This is an optimization exercise on Yosys and OpenROAD, whose aim is small area and a short achievable clock period, not a production implementation.
The RTL was checked by simulation tests, not by an equivalence proof against the original design.
Power is estimated from default activity; no workload was simulated.

==> flow/design.v (outline; a module is shown in full before it is edited, if it fits) <==
// module line_buffer: 26 lines
// module conv_core: 2038 lines
// module csa_fa: 4 lines
// module booth_two: 3 lines
// module conv_top: 38 lines
module conv_top (
    input  wire        clk,
    input  wire        rst,
    input  wire        pixel_valid,
    input  wire [7:0]  pixel_in,
    input  wire [71:0] kernel_in,
    output wire signed [15:0] conv_out,
    output wire        conv_valid
);
  // ...
==> flow/flow/run.sh <==
#!/bin/bash
# The standard layout (standard.sh), with these changes:
#  - port buffers are plain buffers: buf_2 on the outputs, and buf_1 on the
#    inputs (swapped in after global placement by flow/small_inbuf.tcl);
#  - clock tree: sink clusters of up to 27 sinks within 90 um, no dummy loads;
#  - the timing repair steps aim for 7.75 ns of setup slack.
# Each tool's output goes to the ORFS logs; make's own output to standard.log.
bash standard.sh \
  BUFFER_PORTS_ARGS="-buffer_cell sky130_fd_sc_hd__buf_2" \
  POST_GLOBAL_PLACE_TCL="$PWD/flow/small_inbuf.tcl" \
  CTS_ARGS="-sink_clustering_enable -repair_clock_nets -sink_clustering_size 27 -sink_clustering_max_diameter 90 -dont_use_dummy_load" \
  SETUP_SLACK_MARGIN=7.75 \
  finish > standard.log 2>&1
==> flow/flow/small_inbuf.tcl <==
# Input port buffers only drive a register or two: use buf_1 for them.
set db [ord::get_db]
set block [ord::get_db_block]
set m [$db findMaster sky130_fd_sc_hd__buf_1]
set n 0
foreach bt [$block getBTerms] {
  if {[$bt getIoType] ne "INPUT" || [$bt getName] eq "clk"} { continue }
  set net [$bt getNet]
  foreach it [$net getITerms] {
    set inst [$it getInst]
    if {[[$inst getMaster] getName] eq "sky130_fd_sc_hd__buf_2"} {
      $inst swapMaster $m
      incr n
    }
  }
}
puts "small_inbuf: $n input buffers set to buf_1"
==> flow/standard.sh <==
#!/bin/bash
# synth_recipe.tcl (not shown) runs the flow's synth.tcl, then flattens the netlist and writes it again
# the make line also repeats each setting of config.mk as NAME=value (left out here)
make -C /OpenROAD-flow-scripts/flow DESIGN_CONFIG=/design/flow/config.mk WORK_HOME=/design/flow/orfs CLKGATE_MAP_FILE= SYNTH_SCRIPT=/design/flow/synth_recipe.tcl "${@:-finish}"
==> flow/config.mk <==
export PLATFORM = sky130hd
export DESIGN_NAME = conv_top
export DESIGN_NICKNAME = conv_top
export VERILOG_FILES = /design/flow/design.v
export SDC_FILE = /design/flow/constraint.sdc
export NUM_CORES = 4
export LEC_CHECK = 0
export CAP_MARGIN = 20
export CORE_MARGIN = 2
export CORE_UTILIZATION = 65
export CTS_CLUSTER_DIAMETER = 80
export CTS_CLUSTER_SIZE = 24
export PLACE_DENSITY = 0.72
export SLEW_MARGIN = 20
export SYNTH_HIERARCHICAL = 1
==> flow/constraint.sdc <==
create_clock -name core_clock -period 11.0 [get_ports {clk}]
set_input_delay 2.2000 -clock core_clock [delete_from_list [all_inputs] [get_ports {clk}]]
set_output_delay 2.2000 -clock core_clock [all_outputs]
set_load 0.01 [all_outputs]
==> results.toml, run 1 <==
[yosys]
synth-xor-area-share_pct = 12.55
synthFlopType = "dfxtp_1"
synthSimpleGateAreaFrac_pct = 5.824
synthTopCellsByCount = "328 x fa_1, 263 x xnor2_1, 234 x dfxtp_1, 189 x a22oi_1, 171 x clkbuf_1"
yosysWarnings = 9
synth_top_area_share_pct = 28.59
synth_edf_count = 144
synthAdderAreaFrac_pct = 29.25
synth.area.mux_share_pct = 0.6593

[job]
cap_violations = 0

[cells_and_area]
area_delta_synth_final_pct = 4.064
fin_util_pct = 69.01
register_area_mm2 = 0.009280
largest_cell_class = "multi-input combinational cells"
nFillCells = 2517
inverters = 6
finalInstanceArea_mm2 = 0.02390

[critical_path]
rr_endpoint = "u_core.r933"
cp_top_family = "adder cells"
endpoint = "u_core.r933"
crit_slowest_cell = "dfxtp_2"
start_kind = "register"

[timing]
fin_tns_setup_ps = 0
finClkSkew_ps = 48.45

[global_route]
grtUsageMet1_pct = 43.17
met2_usage_pct = 49.54

[pwr]
p_int_mw = 4.336

[placed_design]
port_buffers = 99
hpwl_um = 45130

[worst_hold_path]
worstHoldEndpoint = "u_core.r1098"

[status]
outcome = "timing/DRC/antenna clean"

[floorplanning]
die_y_um = 192.0
rows = 68

[cts]
cts_made_buffers = 19
==> inputs of run 2 (changes only) <==
==> flow/flow/run.sh (replaced) <==
#!/bin/bash
# The standard layout (standard.sh), with these changes:
#  - port buffers are plain buffers: buf_4 on the outputs, and buf_1 on the
#    inputs (swapped in after global placement by flow/small_inbuf.tcl);
#  - clock tree: sink clusters of up to 27 sinks within 90 um, no dummy loads;
#  - the timing repair steps aim for 7.8 ns of setup slack.
# Each tool's output goes to the ORFS logs; make's own output to standard.log.
bash standard.sh \
  BUFFER_PORTS_ARGS="-buffer_cell sky130_fd_sc_hd__buf_4" \
  POST_GLOBAL_PLACE_TCL="$PWD/flow/small_inbuf.tcl" \
  CTS_ARGS="-sink_clustering_enable -repair_clock_nets -sink_clustering_size 27 -sink_clustering_max_diameter 90 -dont_use_dummy_load" \
  SETUP_SLACK_MARGIN=7.8 \
  finish > standard.log 2>&1
--- a/flow/flow/small_inbuf.tcl
+++ b/flow/flow/small_inbuf.tcl
@@ -8,7 +8,7 @@
   set net [$bt getNet]
   foreach it [$net getITerms] {
     set inst [$it getInst]
-    if {[[$inst getMaster] getName] eq "sky130_fd_sc_hd__buf_2"} {
+    if {[[$inst getMaster] getName] eq "sky130_fd_sc_hd__buf_4"} {
       $inst swapMaster $m
       incr n
     }
==> run 2 against run 1 <==
  * Clock power barely moved
  * Synthesized cell count unchanged
  * Global-route usage is 0.40 points higher
  * Power rose by 1.6%
  * Wire length rose by 2.7%
  * Cell area grew 2.4%
  * Die area unchanged
  * Sequential power barely moved
  * Final cell count grew 2.0%
  * Largest power group unchanged
  * Highest routed layer unchanged
==> results.toml, run 2 <==
[status]
outcome = "timing/DRC/antenna clean"

[pwr]
power_density_mw_per_mm2 = 315.5
leakage_nw = 8.869
ir_drop_v = 0.0007712

[job]
cap_violations = 0

[timing]
finClkSkew_ps = 42.80
fin_crit_ps = 3242
fin_ws_ps = 7758
fin_tns_setup_ps = 0
slew_headroom_pct = 32.01
fmax_ghz = 0.3085
rsz0062_at_grt = "yes"
timing.final.crit_share_pct = 29.47
worst_pin_slew_ps = 1020
setup_violations = 0
slew_viol_final = 0
hold_violations = 0

[cells_and_area]
area_delta_synth_final_pct = 6.609
multi_input_area_mm2 = 0.01324
drive_gt1_share_pct = 10.21
fin_nets = 2237
n_antenna_cell = 0
nFillCells = 2458
reg_top3 = "u_line_buffer.taps: 144 flops, u_core.ke: 72 flops, u_core.conv_out: 16 flops"
largest_reg_flops = 144
fin_cells = 2267
register_area_mm2 = 0.009335
regMostFlops = "u_line_buffer.taps"
layout_commonest_cell = "fa_1"
layout_common_cells = "328 x fa_1, 257 x xnor2_1, 189 x a22oi_1, 181 x dfxtp_1, 144 x edfxtp_1"
finalInstanceArea_mm2 = 0.02448

[global_route]
grt_max_degree = 80
grt.overflow.total = 0
grt_pass1_vias = 13480
antenna_found_initial = 0
grt.total_usage_pct = 32.39
grt_pass1_wl_um = 84430

[yosys]
synthFlopType = "dfxtp_1"
synth_area_mm2 = 0.02296
synthMostInstantiatedCell = "fa_1"
synthArstFlopShare_pct = 1.818
ys_seq_area_share_pct = 39.99
synth_top_area_share_pct = 28.59
avgSynthCellArea_um2 = 12.61
synth_cell_types = 40
synth_top_cell_by_area = "fa_1"
synthTopCellsByArea = "fa_1 29%, dfxtp_1 20%, edfxtp_1 19%"
synthTopCellsByCount = "328 x fa_1, 263 x xnor2_1, 234 x dfxtp_1, 189 x a22oi_1, 171 x clkbuf_1"
ys_ff_latch = 385
yosysWarnings = 9
syn_nets = 2244
synth_edf_count = 144
synthCells = 1821

[critical_path]
required_ps = 11430
critical_path_class = "reg -> reg"
worstPathCellList = "nor2_2 -> buf_4 -> a22oi_1 -> xor2_1 -> ha_1 -> inv_1 -> fa_1 -> fa_1 -> fa_1"
crit_arrival_ps = 3670
path_max_fanout = 10
crit_slowest_cell = "dfxtp_1"
cpMostUsedCell = "fa_1"
max_stage_delay_ps = 600
start_kind = "register"
critPathCaptureType = "register"

[routing]
wl_per_cell_um = 25.65
drtPass1Iterations = 6
final_antenna_net_count = 0
vias_per_cell = 6.030
drtIter0Drc = 1449
vias = 13670
routed_wirelength_um = 58150
drcViolationCount = 0

[floorplanning]
die_y_um = 192.0
core_area_mm2 = 0.03463
rows = 68
die_x_um = 192.0
ios = 100
dieArea_mm2 = 0.03685
start_util_pct = 66.32

[cts]
cts_root_buf = "clkbuf_16"
clkTransAtPathRegs_ps = 100
cts_made_buffers = 19
cts_tree = "done"
h-tree-depth = 1
clock_latency_ps = 540
cts.sinks = 385
clockBufferDepth = 3
hold_buffers = 0

[placed_design]
dpl_cell_area_mm2 = 0.02330
port_buffers = 99
place_ws_ps = 7356
hpwl_um = 45700
dp.cells = 2202

[worst_hold_path]
hp-class = "reg -> reg"
[run 2: changes by cell type in the layout (fill, tap and decap cells not counted), sizes merged]
| cell | change |
|---|---|
| buf | +46 |
| diode | -1 |
[run 2: per-module statistics from Yosys, one instance, submodules excluded]
module | area, um^2 | flip-flops and latches
conv_core | 11320 | 227
line_buffer | 4563 | 149
conv_top | 180.2 | 9
csa_fa | 20.02 | 0
booth_two | 12.51 | 0
[run 2: logic make-up (layout without fill, tap and decap cells)]
kind of cell,after synthesis,after routing,share of synthesized area (%)
adder cells (fa/ha/maj),340,340,29.25
AND/OR/NAND/NOR,279,279,5.824
flip-flops,385,385,39.99
buffers and inverters,180,171,3.040
multiplexers,13,13,0.6593
AO/OA/AOI/OAI,295,295,8.690
XOR/XNOR,329,329,12.55
[run 2: final cells by class]
type                       instances  share of cell area, %
timing repair buffer             146                  3.450
multi-input combinational       1256                  54.06
sequential                       385                  38.13
tap                              455                  2.325
clock buffer                      19                  1.942
inverter                           6                0.09199
[run 2: worst paths after layout]
path                            slack, ps                    to  cells past startpoint    startpoint
min in group asynchronous            1490       u_core.vpipe[1]                      2           rst
worst min register to register        340          u_core.r1098                      0   u_core.r824
worst max register to register       7760           u_core.r895                      9  u_core.ke[7]
worst max-delay path                 7760           u_core.r895                      9  u_core.ke[7]
max in group asynchronous            9280  u_line_buffer.row[1]                      2           rst
worst min-delay path                  340          u_core.r1098                      0   u_core.r824
[run 2: critical path, delay by kind of cell (launching register included)]
kind            cells  cell delay, ps
flops               1             600
xor+xnor            1             230
simple gates        1             130
buf+inv             2             270
compound gates      1             250
fa+ha+maj           4            1670
[run 2: through the flow]
step	power [mW]	hold WS, ps	util [%]
global placement	6.771	312.2	68.19
finish	7.724	338.3	70.70
floorplan	4.948	309.6	-
CTS	7.645	339.1	68.92
detailed placement	6.909	315.4	67.30
global route	8.253	363.3	70.70
[run 2: routing by layer]
layer / vias up / global-route usage (%) / wire, um
met4: 0 / 12.37 / 2699
met2: 603 / 50.00 / 26640
met3: 117 / 8.843 / 5733
met5: - / 0 / 0
met1: 6904 / 44.20 / 23080
li1: 6047 / - / -
[run 2: what timing repair did]
| item | in CTS | in global routing |
|---|---|---|
| setup buffers | 0 | 46 |
| pin swaps | 0 | 13 |
| gates resized for setup | 52 | 89 |
| gates cloned | 0 | 0 |
| setup endpoints to repair | 75 | 68 |
[run 2: where the power goes]
group	internal, mW	switching, mW
Sequential	1.99	0.322
Combinational	2.12	2.55
Clock	0.311	0.435
Total	4.42	3.30

## static timing again, ports no longer ideal
In the flow no input, the clock included, has a driving cell. The finished layouts below were timed again as built, in two steps.
Step 1, drivers: a clkbuf_16 drives clk and a buf_2 each remaining input, both assumed.
Step 2 adds t to the input delays and takes it off the output delays; t is the mean of the earliest and latest rising clock arrival at the registers after step 1. Input paths then give back, and output paths get back, about the clock's delay inside the block.
Three values: no drivers, after step 1, after step 2; two values: the first two.
run	t (ns)	slack for setup (ns)	worst setup path after step 2	pins driven straight from the clock port
run 1	0.581	7.795 / 7.754 / 7.795	register to register	1
run 2	0.577	7.758 / 7.758 / 7.758	register to register	1
After both steps every run listed still meets setup and hold.
